From an optimization exercise on the open Yosys and OpenROAD flow, aimed at small area and a short achievable clock period; shortcuts taken in it are not production practice. In this exercise RTL edits were held to simulation tests only and were not proved equivalent to the original. No driver is modelled on the clock port, so clock power and skew are understated where the tree is cut down; a real chip needs a root buffer or a tree.

==> v33 <==
// mul16_top
module mul16_top(
    input clk,
    input [15:0] a,
    input [15:0] b,
    output reg [31:0] res
);
    reg [15:0] a_r, b_r;
    wire [31:0] p;
    multiplier u_mul(.a(a_r), .b(b_r), .res(p));
    always @(posedge clk) begin
        a_r <= a;
        b_r <= b;
        res <= p;
    end
endmodule
Settings: LEC_CHECK=0, CAP_MARGIN=20, CORE_MARGIN=2, CORE_UTILIZATION=55, SLEW_MARGIN=20, SYNTH_HIERARCHICAL=1; clock period 22.0 ns.
standard.sh (not shown) runs the stock make flow with config.mk's settings and CLKGATE_MAP_FILE= SYNTH_SCRIPT=/design/flow/synth_recipe.tcl, a recipe that flattens the netlist after the stock synthesis.
==> flow/flow/run.sh <==
#!/bin/bash
# Own layout flow: the standard ORFS flow (standard.sh), with
#  - port buffers of a small, fast buffer cell instead of the default delay buffer;
#  - the clock tree rebuilt after CTS as one level of four buffers driven by the clock
#    port (flatten_clock_core.tcl), which shortens the clock's insertion delay for all
#    registers alike;
#  - after that, and after global routing, timing repair aiming for setup slack above a
#    margin, so that the design is sized for the period it can reach rather than left at
#    minimum size by the loose clock.
# make's output goes to standard.log here; ORFS keeps each step's log in orfs/logs.
set -euo pipefail
cd "$(dirname "$0")/.."
export FLOW_DIR_OWN="$PWD/flow"
export FLOW_SETUP_MARGIN=0
export FLOW_IN_REG_CELL=sky130_fd_sc_hd__dfxtp_4
export FLOW_OUT_BUF_CELL=sky130_fd_sc_hd__buf_2
export BUFFER_PORTS_ARGS="-buffer_cell sky130_fd_sc_hd__buf_1"
export CTS_ARGS="-sink_clustering_enable -repair_clock_nets -dont_use_dummy_load -buf_list sky130_fd_sc_hd__clkbuf_8"
export POST_CTS_TCL="$PWD/flow/flatten_clock_post.tcl"
export PRE_GLOBAL_ROUTE_TCL="$PWD/flow/grt_margin.tcl"
bash standard.sh > standard.log 2>&1
==> flow/flow/flatten_clock_core.tcl <==
# Rebuild the clock tree that CTS made as a single level: the clock port drives
# NLEAF clock buffers directly, each driving the registers of one region of the
# core. This removes the root buffer level and so the clock's insertion delay
# (it does not skew registers against each other: all go through one buffer).
set nleaf 4
set bufcell sky130_fd_sc_hd__clkbuf_16
set block [ord::get_db_block]
set clknet [$block findNet clk]
# every register clock pin (sink) of the tree, and every clock-tree buffer
set sinks {}
set bufs {}
set todo [list $clknet]
while {[llength $todo]} {
  set net [lindex $todo 0]
  set todo [lrange $todo 1 end]
  foreach it [$net getITerms] {
    if {![$it isInputSignal] && [$it getIoType] ne "INPUT"} { continue }
    set inst [$it getInst]
    set m [[$inst getMaster] getName]
    if {[string match "sky130_fd_sc_hd__clkbuf*" $m] || [string match "sky130_fd_sc_hd__clkinv*" $m] || [string match "sky130_fd_sc_hd__buf*" $m]} {
      if {[lsearch -exact $bufs $inst] < 0} {
        lappend bufs $inst
        foreach o [$inst getITerms] {
          if {[$o isOutputSignal]} { lappend todo [$o getNet] }
        }
      }
    } else {
      lappend sinks $it
    }
  }
}
puts "flatten_clock: [llength $sinks] sinks, [llength $bufs] buffers"
# split the sinks into nleaf groups: halves by x, then each half by y
proc loc {it} {
  set b [[$it getInst] getBBox]
  return [list [expr {([$b xMin] + [$b xMax]) / 2}] [expr {([$b yMin] + [$b yMax]) / 2}]]
}
proc split_by {items idx} {
  set s [lsort -real -index 1 [lmap it $items {list $it [lindex [loc $it] $idx]}]]
  set n [expr {[llength $s] / 2}]
  return [list [lmap p [lrange $s 0 [expr {$n - 1}]] {lindex $p 0}] [lmap p [lrange $s $n end] {lindex $p 0}]]
}
set groups {}
foreach half [split_by $sinks 0] {
  foreach q [split_by $half 1] { lappend groups $q }
}
# remove the old tree
foreach inst $bufs {
  foreach o [$inst getITerms] {
    if {[$o isOutputSignal]} {
      set n [$o getNet]
      foreach it [$n getITerms] { $it disconnect }
      odb::dbNet_destroy $n
    }
  }
  odb::dbInst_destroy $inst
}
# one buffer per group, at the group's centre
set master [[ord::get_db] findMaster $bufcell]
set k 0
foreach g $groups {
  set sx 0; set sy 0
  foreach it $g { lassign [loc $it] x y; incr sx $x; incr sy $y }
  set cx [expr {$sx / [llength $g]}]; set cy [expr {$sy / [llength $g]}]
  set inst [odb::dbInst_create $block $master "clkbuf_leaf_$k"]
  set net [odb::dbNet_create $block "clknet_leaf_$k"]
  $net setSigType CLOCK
  [$inst findITerm A] connect $clknet
  [$inst findITerm X] connect $net
  foreach it $g { $it connect $net }
  $inst setLocation $cx $cy
  $inst setPlacementStatus PLACED
  puts "flatten_clock: clkbuf_leaf_$k drives [llength $g] sinks"
  incr k
}
==> flow/flow/flatten_clock_post.tcl <==
source $::env(FLOW_DIR_OWN)/flatten_clock_core.tcl
if {[info exists ::env(FLOW_IN_REG_CELL)] && $::env(FLOW_IN_REG_CELL) ne ""} {
  foreach inst [get_cells {a_r* b_r*}] {
    replace_cell $inst $::env(FLOW_IN_REG_CELL)
  }
}
# optionally a stronger cell for the buffers that drive the output ports
if {[info exists ::env(FLOW_OUT_BUF_CELL)] && $::env(FLOW_OUT_BUF_CELL) ne ""} {
  foreach bt [[ord::get_db_block] getBTerms] {
    if {[$bt getIoType] ne "OUTPUT"} { continue }
    foreach it [[$bt getNet] getITerms] {
      if {[$it isOutputSignal]} {
        replace_cell [get_cells [[$it getInst] getName]] $::env(FLOW_OUT_BUF_CELL)
      }
    }
  }
}
detailed_placement
estimate_parasitics -placement
# size the design for the period it can reach: repair setup against a margin
set ::env(SETUP_SLACK_MARGIN) $::env(FLOW_SETUP_MARGIN)
repair_timing_helper
detailed_placement
check_placement -verbose
Other scripts of this flow, unchanged in this note and not shown: flow/flow/grt_margin.tcl
==> v18 (differences from v33) <==
==> flow/flow/flatten_clock_post.tcl (replaced) <==
source $::env(FLOW_DIR_OWN)/flatten_clock_core.tcl
if {[info exists ::env(FLOW_IN_REG_CELL)] && $::env(FLOW_IN_REG_CELL) ne ""} {
  foreach inst [get_cells {a_r* b_r*}] {
    replace_cell $inst $::env(FLOW_IN_REG_CELL)
  }
}
# optionally a stronger cell for the buffers that drive the output ports
if {[info exists ::env(FLOW_OUT_BUF_CELL)] && $::env(FLOW_OUT_BUF_CELL) ne ""} {
  foreach port [get_ports -filter "direction == output"] {
    foreach pin [get_pins -of_objects [get_nets -of_objects $port] -filter "direction == output"] {
      replace_cell [get_cells -of_objects $pin] $::env(FLOW_OUT_BUF_CELL)
    }
  }
}
detailed_placement
estimate_parasitics -placement
# size the design for the period it can reach: repair setup against a margin
set ::env(SETUP_SLACK_MARGIN) $::env(FLOW_SETUP_MARGIN)
repair_timing_helper
detailed_placement
check_placement -verbose
==> v32 (differences from v33) <==
--- a/flow/design.v
+++ b/flow/design.v
@@ -1262,25 +1262,25 @@
   mul_fa u_s407 (.a(c296), .b(c298), .ci(s301), .s(s407), .co(c408));
   mul_fa u_s409 (.a(s303), .b(s305), .ci(s307), .s(s409), .co(c410));
   mul_fa u_s411 (.a(c302), .b(c304), .ci(c306), .s(s411), .co(c412));
   mul_fa u_s413 (.a(c308), .b(s259), .ci(s309), .s(s413), .co(c414));
   mul_fa u_s415 (.a(s311), .b(s313), .ci(s315), .s(s415), .co(c416));
   mul_fa u_s417 (.a(c310), .b(c312), .ci(c314), .s(s417), .co(c418));
   mul_fa u_s419 (.a(s265), .b(s317), .ci(s319), .s(s419), .co(c420));
   mul_fa u_s421 (.a(s321), .b(c316), .ci(s323), .s(s421), .co(c422));
-  mul_fa u_s423 (.a(c318), .b(c320), .ci(c322), .s(s423), .co(c424));
-  mul_fa u_s425 (.a(s271), .b(s325), .ci(s327), .s(s425), .co(c426));
+  mul_fa u_s423 (.a(c318), .b(c320), .ci(s271), .s(s423), .co(c424));
+  mul_fa u_s425 (.a(s325), .b(s327), .ci(c322), .s(s425), .co(c426));
   mul_fa u_s427 (.a(s329), .b(c324), .ci(s331), .s(s427), .co(c428));
   mul_fa u_s429 (.a(c326), .b(c328), .ci(s277), .s(s429), .co(c430));
   mul_fa u_s431 (.a(s333), .b(s335), .ci(s337), .s(s431), .co(c432));
   mul_fa u_s433 (.a(c330), .b(c332), .ci(s339), .s(s433), .co(c434));
-  mul_fa u_s435 (.a(c334), .b(c336), .ci(c338), .s(s435), .co(c436));
-  mul_fa u_s437 (.a(s279), .b(s341), .ci(s343), .s(s437), .co(c438));
-  mul_fa u_s439 (.a(s345), .b(c340), .ci(s347), .s(s439), .co(c440));
+  mul_fa u_s435 (.a(c334), .b(c336), .ci(s279), .s(s435), .co(c436));
+  mul_fa u_s437 (.a(s341), .b(s343), .ci(s345), .s(s437), .co(c438));
+  mul_fa u_s439 (.a(c338), .b(c340), .ci(s347), .s(s439), .co(c440));
   mul_fa u_s441 (.a(c280), .b(c342), .ci(c344), .s(s441), .co(c442));
   mul_fa u_s443 (.a(c346), .b(s349), .ci(s351), .s(s443), .co(c444));
   mul_fa u_s445 (.a(s353), .b(s355), .ci(c348), .s(s445), .co(c446));
   mul_fa u_s447 (.a(pp246), .b(pp96), .ci(c350), .s(s447), .co(c448));
   mul_fa u_s449 (.a(c352), .b(c354), .ci(c356), .s(s449), .co(c450));
   mul_fa u_s451 (.a(s357), .b(s359), .ci(s361), .s(s451), .co(c452));
   mul_fa u_s453 (.a(pp202), .b(pp217), .ci(pp232), .s(s453), .co(c454));
   mul_fa u_s455 (.a(pp247), .b(c358), .ci(c360), .s(s455), .co(c456));
@@ -1316,20 +1316,20 @@
   mul_fa u_s511 (.a(c400), .b(c402), .ci(s405), .s(s511), .co(c512));
   mul_fa u_s513 (.a(c404), .b(s407), .ci(s409), .s(s513), .co(c514));
   mul_fa u_s515 (.a(c406), .b(c408), .ci(c410), .s(s515), .co(c516));
   mul_fa u_s517 (.a(s411), .b(s413), .ci(s415), .s(s517), .co(c518));
   mul_fa u_s519 (.a(c412), .b(c414), .ci(s417), .s(s519), .co(c520));
   mul_fa u_s521 (.a(s419), .b(c416), .ci(s421), .s(s521), .co(c522));
   mul_fa u_s523 (.a(c418), .b(c420), .ci(s423), .s(s523), .co(c524));
   mul_fa u_s525 (.a(s425), .b(c422), .ci(s427), .s(s525), .co(c526));
-  mul_fa u_s527 (.a(c424), .b(c426), .ci(s429), .s(s527), .co(c528));
+  mul_fa u_s527 (.a(c424), .b(s429), .ci(c426), .s(s527), .co(c528));
   mul_fa u_s529 (.a(s431), .b(c428), .ci(s433), .s(s529), .co(c530));
-  mul_fa u_s531 (.a(c430), .b(c432), .ci(s435), .s(s531), .co(c532));
-  mul_fa u_s533 (.a(s437), .b(c434), .ci(s439), .s(s533), .co(c534));
+  mul_fa u_s531 (.a(c430), .b(s435), .ci(s437), .s(s531), .co(c532));
+  mul_fa u_s533 (.a(c432), .b(c434), .ci(s439), .s(s533), .co(c534));
   mul_fa u_s535 (.a(c436), .b(c438), .ci(s441), .s(s535), .co(c536));
   mul_fa u_s537 (.a(s443), .b(c440), .ci(s445), .s(s537), .co(c538));
   mul_fa u_s539 (.a(c442), .b(s447), .ci(c444), .s(s539), .co(c540));
   mul_fa u_s541 (.a(s449), .b(s451), .ci(c446), .s(s541), .co(c542));
   mul_fa u_s543 (.a(s453), .b(c448), .ci(c450), .s(s543), .co(c544));
   mul_fa u_s545 (.a(c452), .b(s455), .ci(s457), .s(s545), .co(c546));
   mul_fa u_s547 (.a(c454), .b(s459), .ci(s461), .s(s547), .co(c548));
   mul_fa u_s549 (.a(c456), .b(c458), .ci(s463), .s(s549), .co(c550));
@@ -1348,22 +1348,22 @@
   mul_fa u_s573 (.a(pp81), .b(c478), .ci(s481), .s(s573), .co(c574));
   mul_fa u_s575 (.a(c482), .b(c480), .ci(s483), .s(s575), .co(c576));
   mul_fa u_s577 (.a(c484), .b(s487), .ci(c486), .s(s577), .co(c578));
   mul_fa u_s579 (.a(c488), .b(s491), .ci(c490), .s(s579), .co(c580));
   mul_fa u_s581 (.a(c492), .b(c494), .ci(s495), .s(s581), .co(c582));
   mul_fa u_s583 (.a(c496), .b(s499), .ci(c498), .s(s583), .co(c584));
   mul_fa u_s585 (.a(c500), .b(s503), .ci(c502), .s(s585), .co(c586));
   mul_fa u_s587 (.a(c504), .b(s507), .ci(c506), .s(s587), .co(c588));
-  mul_fa u_s589 (.a(c508), .b(s511), .ci(c510), .s(s589), .co(c590));
+  mul_fa u_s589 (.a(c508), .b(c510), .ci(s511), .s(s589), .co(c590));
   mul_fa u_s591 (.a(c512), .b(c514), .ci(s515), .s(s591), .co(c592));
   mul_fa u_s593 (.a(c516), .b(s519), .ci(c518), .s(s593), .co(c594));
   mul_fa u_s595 (.a(c520), .b(s523), .ci(c522), .s(s595), .co(c596));
   mul_fa u_s597 (.a(c524), .b(s527), .ci(c526), .s(s597), .co(c598));
-  mul_fa u_s599 (.a(c528), .b(s531), .ci(c530), .s(s599), .co(c600));
+  mul_fa u_s599 (.a(s531), .b(c528), .ci(c530), .s(s599), .co(c600));
   mul_fa u_s601 (.a(c532), .b(s535), .ci(c534), .s(s601), .co(c602));
   mul_fa u_s603 (.a(c536), .b(s539), .ci(s541), .s(s603), .co(c604));
   mul_fa u_s605 (.a(c540), .b(s543), .ci(s545), .s(s605), .co(c606));
   mul_fa u_s607 (.a(s547), .b(c544), .ci(c546), .s(s607), .co(c608));
   mul_fa u_s609 (.a(c548), .b(s551), .ci(c550), .s(s609), .co(c610));
   mul_fa u_s611 (.a(c552), .b(s555), .ci(s557), .s(s611), .co(c612));
   mul_fa u_s613 (.a(s559), .b(c556), .ci(s561), .s(s613), .co(c614));
   mul_fa u_s615 (.a(c560), .b(s563), .ci(c562), .s(s615), .co(c616));
@@ -1371,33 +1371,33 @@
   mul_fa u_s619 (.a(pp224), .b(pp239), .ci(pp254), .s(s619), .co(c620));
   mul_xnor u_s621 (.a(pp18), .b(pp3), .y(s621));
   mul_nand4 u_c622 (.a(a[1]), .b(b[1]), .c(a[2]), .d(b[0]), .y(c622));
   mul_fa u_s623 (.a(pp4), .b(pp49), .ci(s569), .s(s623), .co(c624));
   mul_fa u_s625 (.a(c570), .b(s477), .ci(s571), .s(s625), .co(c626));
   mul_fa u_s627 (.a(c572), .b(s479), .ci(s573), .s(s627), .co(c628));
   mul_fa u_s629 (.a(c574), .b(s485), .ci(s575), .s(s629), .co(c630));
   mul_fa u_s631 (.a(c576), .b(s489), .ci(s577), .s(s631), .co(c632));
-  mul_fa u_s633 (.a(c578), .b(s493), .ci(s579), .s(s633), .co(c634));
+  mul_fa u_s633 (.a(s493), .b(c578), .ci(s579), .s(s633), .co(c634));
   mul_fa u_s635 (.a(s497), .b(c580), .ci(s581), .s(s635), .co(c636));
   mul_fa u_s637 (.a(c582), .b(s501), .ci(s583), .s(s637), .co(c638));
-  mul_fa u_s639 (.a(c584), .b(s505), .ci(s585), .s(s639), .co(c640));
+  mul_fa u_s639 (.a(s505), .b(c584), .ci(s585), .s(s639), .co(c640));
   mul_fa u_s641 (.a(s509), .b(c586), .ci(s587), .s(s641), .co(c642));
   mul_fa u_s643 (.a(s513), .b(c588), .ci(s589), .s(s643), .co(c644));
   mul_fa u_s645 (.a(s517), .b(c590), .ci(s591), .s(s645), .co(c646));
   mul_fa u_s647 (.a(c592), .b(s521), .ci(s593), .s(s647), .co(c648));
-  mul_fa u_s649 (.a(c594), .b(s525), .ci(s595), .s(s649), .co(c650));
+  mul_fa u_s649 (.a(s525), .b(c594), .ci(s595), .s(s649), .co(c650));
   mul_fa u_s651 (.a(s529), .b(c596), .ci(s597), .s(s651), .co(c652));
   mul_fa u_s653 (.a(s533), .b(c598), .ci(s599), .s(s653), .co(c654));
   mul_fa u_s655 (.a(s537), .b(c600), .ci(s601), .s(s655), .co(c656));
   mul_fa u_s657 (.a(c538), .b(c602), .ci(s603), .s(s657), .co(c658));
   mul_fa u_s659 (.a(c542), .b(s605), .ci(c604), .s(s659), .co(c660));
   mul_fa u_s661 (.a(s549), .b(c606), .ci(s607), .s(s661), .co(c662));
   mul_fa u_s663 (.a(s553), .b(c608), .ci(s609), .s(s663), .co(c664));
-  mul_fa u_s665 (.a(c554), .b(c610), .ci(s611), .s(s665), .co(c666));
+  mul_fa u_s665 (.a(c554), .b(s611), .ci(c610), .s(s665), .co(c666));
   mul_fa u_s667 (.a(c558), .b(s613), .ci(c612), .s(s667), .co(c668));
   mul_fa u_s669 (.a(s565), .b(c614), .ci(s615), .s(s669), .co(c670));
   mul_fa u_s671 (.a(c566), .b(s617), .ci(c616), .s(s671), .co(c672));
   mul_fa u_s673 (.a(c568), .b(s619), .ci(c618), .s(s673), .co(c674));
   mul_fa u_s675 (.a(pp240), .b(pp255), .ci(c620), .s(s675), .co(c676));
   mul_nand2 u_n677 (.a(pp17), .b(pp2), .y(n677));
   mul_xnor2 u_n678 (.a(pp17), .b(pp2), .y(n678));
   mul_nand2 u_n679 (.a(pp33), .b(s621), .y(n679));
--- a/flow/flow/run.sh
+++ b/flow/flow/run.sh
@@ -8,14 +8,13 @@
 #    margin, so that the design is sized for the period it can reach rather than left at
 #    minimum size by the loose clock.
 # make's output goes to standard.log here; ORFS keeps each step's log in orfs/logs.
 set -euo pipefail
 cd "$(dirname "$0")/.."
 export FLOW_DIR_OWN="$PWD/flow"
 export FLOW_SETUP_MARGIN=0
 export FLOW_IN_REG_CELL=sky130_fd_sc_hd__dfxtp_4
-export FLOW_OUT_BUF_CELL=sky130_fd_sc_hd__buf_2
 export BUFFER_PORTS_ARGS="-buffer_cell sky130_fd_sc_hd__buf_1"
 export CTS_ARGS="-sink_clustering_enable -repair_clock_nets -dont_use_dummy_load -buf_list sky130_fd_sc_hd__clkbuf_8"
 export POST_CTS_TCL="$PWD/flow/flatten_clock_post.tcl"
 export PRE_GLOBAL_ROUTE_TCL="$PWD/flow/grt_margin.tcl"
 bash standard.sh > standard.log 2>&1
==> flow/flow/flatten_clock_post.tcl (replaced) <==
source $::env(FLOW_DIR_OWN)/flatten_clock_core.tcl
if {[info exists ::env(FLOW_IN_REG_CELL)] && $::env(FLOW_IN_REG_CELL) ne ""} {
  foreach inst [get_cells {a_r* b_r*}] {
    replace_cell $inst $::env(FLOW_IN_REG_CELL)
  }
}
detailed_placement
estimate_parasitics -placement
# size the design for the period it can reach: repair setup against a margin
set ::env(SETUP_SLACK_MARGIN) $::env(FLOW_SETUP_MARGIN)
repair_timing_helper
detailed_placement
check_placement -verbose
==> flow/config.mk (replaced) <==
export PLATFORM = sky130hd
export DESIGN_NAME = mul16_top
export DESIGN_NICKNAME = mul16_top
export VERILOG_FILES = /design/flow/design.v
export SDC_FILE = /design/flow/constraint.sdc
export NUM_CORES = 4
export LEC_CHECK = 0
export CAP_MARGIN = 20
export CORE_MARGIN = 2
export CORE_UTILIZATION = 65
export SLEW_MARGIN = 20
export SYNTH_HIERARCHICAL = 1
==> v10 (differences from v33) <==
--- a/flow/flow/run.sh
+++ b/flow/flow/run.sh
@@ -8,14 +8,14 @@
 #    margin, so that the design is sized for the period it can reach rather than left at
 #    minimum size by the loose clock.
 # make's output goes to standard.log here; ORFS keeps each step's log in orfs/logs.
 set -euo pipefail
 cd "$(dirname "$0")/.."
 export FLOW_DIR_OWN="$PWD/flow"
 export FLOW_SETUP_MARGIN=0
 export FLOW_IN_REG_CELL=sky130_fd_sc_hd__dfxtp_4
-export FLOW_OUT_BUF_CELL=sky130_fd_sc_hd__buf_2
+export FLOW_CLK_LEAF_CELL=sky130_fd_sc_hd__clkbuf_8
 export BUFFER_PORTS_ARGS="-buffer_cell sky130_fd_sc_hd__buf_1"
 export CTS_ARGS="-sink_clustering_enable -repair_clock_nets -dont_use_dummy_load -buf_list sky130_fd_sc_hd__clkbuf_8"
 export POST_CTS_TCL="$PWD/flow/flatten_clock_post.tcl"
 export PRE_GLOBAL_ROUTE_TCL="$PWD/flow/grt_margin.tcl"
 bash standard.sh > standard.log 2>&1
--- a/flow/flow/flatten_clock_core.tcl
+++ b/flow/flow/flatten_clock_core.tcl
@@ -1,14 +1,15 @@
 # Rebuild the clock tree that CTS made as a single level: the clock port drives
 # NLEAF clock buffers directly, each driving the registers of one region of the
 # core. This removes the root buffer level and so the clock's insertion delay
 # (it does not skew registers against each other: all go through one buffer).
 set nleaf 4
 set bufcell sky130_fd_sc_hd__clkbuf_16
+if {[info exists ::env(FLOW_CLK_LEAF_CELL)] && $::env(FLOW_CLK_LEAF_CELL) ne ""} { set bufcell $::env(FLOW_CLK_LEAF_CELL) }
 set block [ord::get_db_block]
 set clknet [$block findNet clk]
 # every register clock pin (sink) of the tree, and every clock-tree buffer
 set sinks {}
 set bufs {}
 set todo [list $clknet]
 while {[llength $todo]} {
   set net [lindex $todo 0]
==> metrics.cfg <==
[power_and_ir_drop]
power_leader=combinational logic
p_leak_nw=2.88
seq_power_w=0.000193

[clocking]
clk_pin_slew_ps=70

[sta]
setup_tns_ps=0
max_slew_margin=0.579
fmax_mhz=198

[layout]
final_area_um2=8470
diodes=0
largest_reg_flops=32

[floorplanning]
start_util=0.662
die_h_um=120

[global_route]
grtUsageMet3=0.0404

[route]
via_per_inst=5.74
wl_met3_mm=1.19

[worst_setup_path]
ff2ff_setup_slack_ps=16990
r2r_start=a_r[5]

[run_status]
run_status=complete, no violations

# the run above: v32

==> metrics.cfg <==
[run_status]
run_status=aborted with a tool error
stop_error=[ERROR STA-0100] unsupported object type Port.
failing_step=clock tree synthesis

[floorplanning]
die_h_um=130
rows=45
start_util=0.568
io-pin-count=65

[yosys]
avgSynthCellArea_um2=10.1
syn_area_um2=8690
synth_edf_count=0
ys_seq_area_frac=0.147
synth_xor_area_frac=0.0756
yosysTopAreaCell=fa_1
syn_inst=863
synthAdderAreaFrac=0.449
synth_mux_area_frac=0
ys_seq_elements=64

[clocking]
cts_sinks=64

[placed_design]
dp_hpwl_mm=15.4
dp.cells=1046
place_area_um2=8260
portBuffers=64

# the run above: v18

==> metrics.cfg <==
[power_and_ir_drop]
power_leader=combinational logic

[run_status]
run_status=complete, no violations

[layout]
diodes=0
largest_reg_flops=32
final_area_um2=8520

[sta]
max_slew_margin=0.605
fmax_mhz=200

[worst_setup_path]
r2r_start=b_r[9]
ff2ff_setup_slack_ps=17020

[route]
wl_met3_mm=1.06

[global_route]
grtUsageMet3=0.0414

[floorplanning]
die_h_um=130

[clocking]
clk_pin_slew_ps=70

# the run above: v33

==> metrics.cfg <==
[run_status]
run_status=complete, no violations

[power_and_ir_drop]
p_leak_nw=2.84
power_leader=combinational logic

[clocking]
clk_pin_slew_ps=110

[route]
wl_met3_mm=1.35
via_per_inst=5.58

[floorplanning]
start_util=0.568

[sta]
setup_tns_ps=0
max_slew_margin=0.590

[layout]
diodes=0
final_area_um2=8440

[worst_setup_path]
r2r_start=b_r[9]

# the run above: v10

In v33, v32 and v10 the design's own scripts or RTL, not TritonCTS, make the clock network.

==> static timing again, ports no longer ideal <==
In the flow no input, the clock included, has a driving cell. The finished layouts below were timed again as built, in two steps. Step 1: set_driving_cell puts a clkbuf_16 on clk and a buf_2 on each other input, an assumption about the parent block. Step 2 adds t to the input delays and takes it off the output delays; t is the mean of the earliest and latest rising clock arrival at the registers after step 1. Input paths then give back, and output paths get back, about the clock's delay inside the block. Slacks: ideal ports / drivers / drivers and shift; pairs: ideal ports / drivers.
run | t, ns | setup slack, ns | worst setup path after step 2 | slew at the worst register clock pin (ns)
v33 | 0.231 | 17.000 / 16.905 / 17.018 | register to register | 0.07 / 0.07
v32 | 0.232 | 16.950 / 16.857 / 16.992 | register to register | 0.08 / 0.08
v10 | 0.231 | 16.953 / 16.878 / 16.999 | register to register | 0.11 / 0.11
After both steps setup and hold are still met in every run listed.
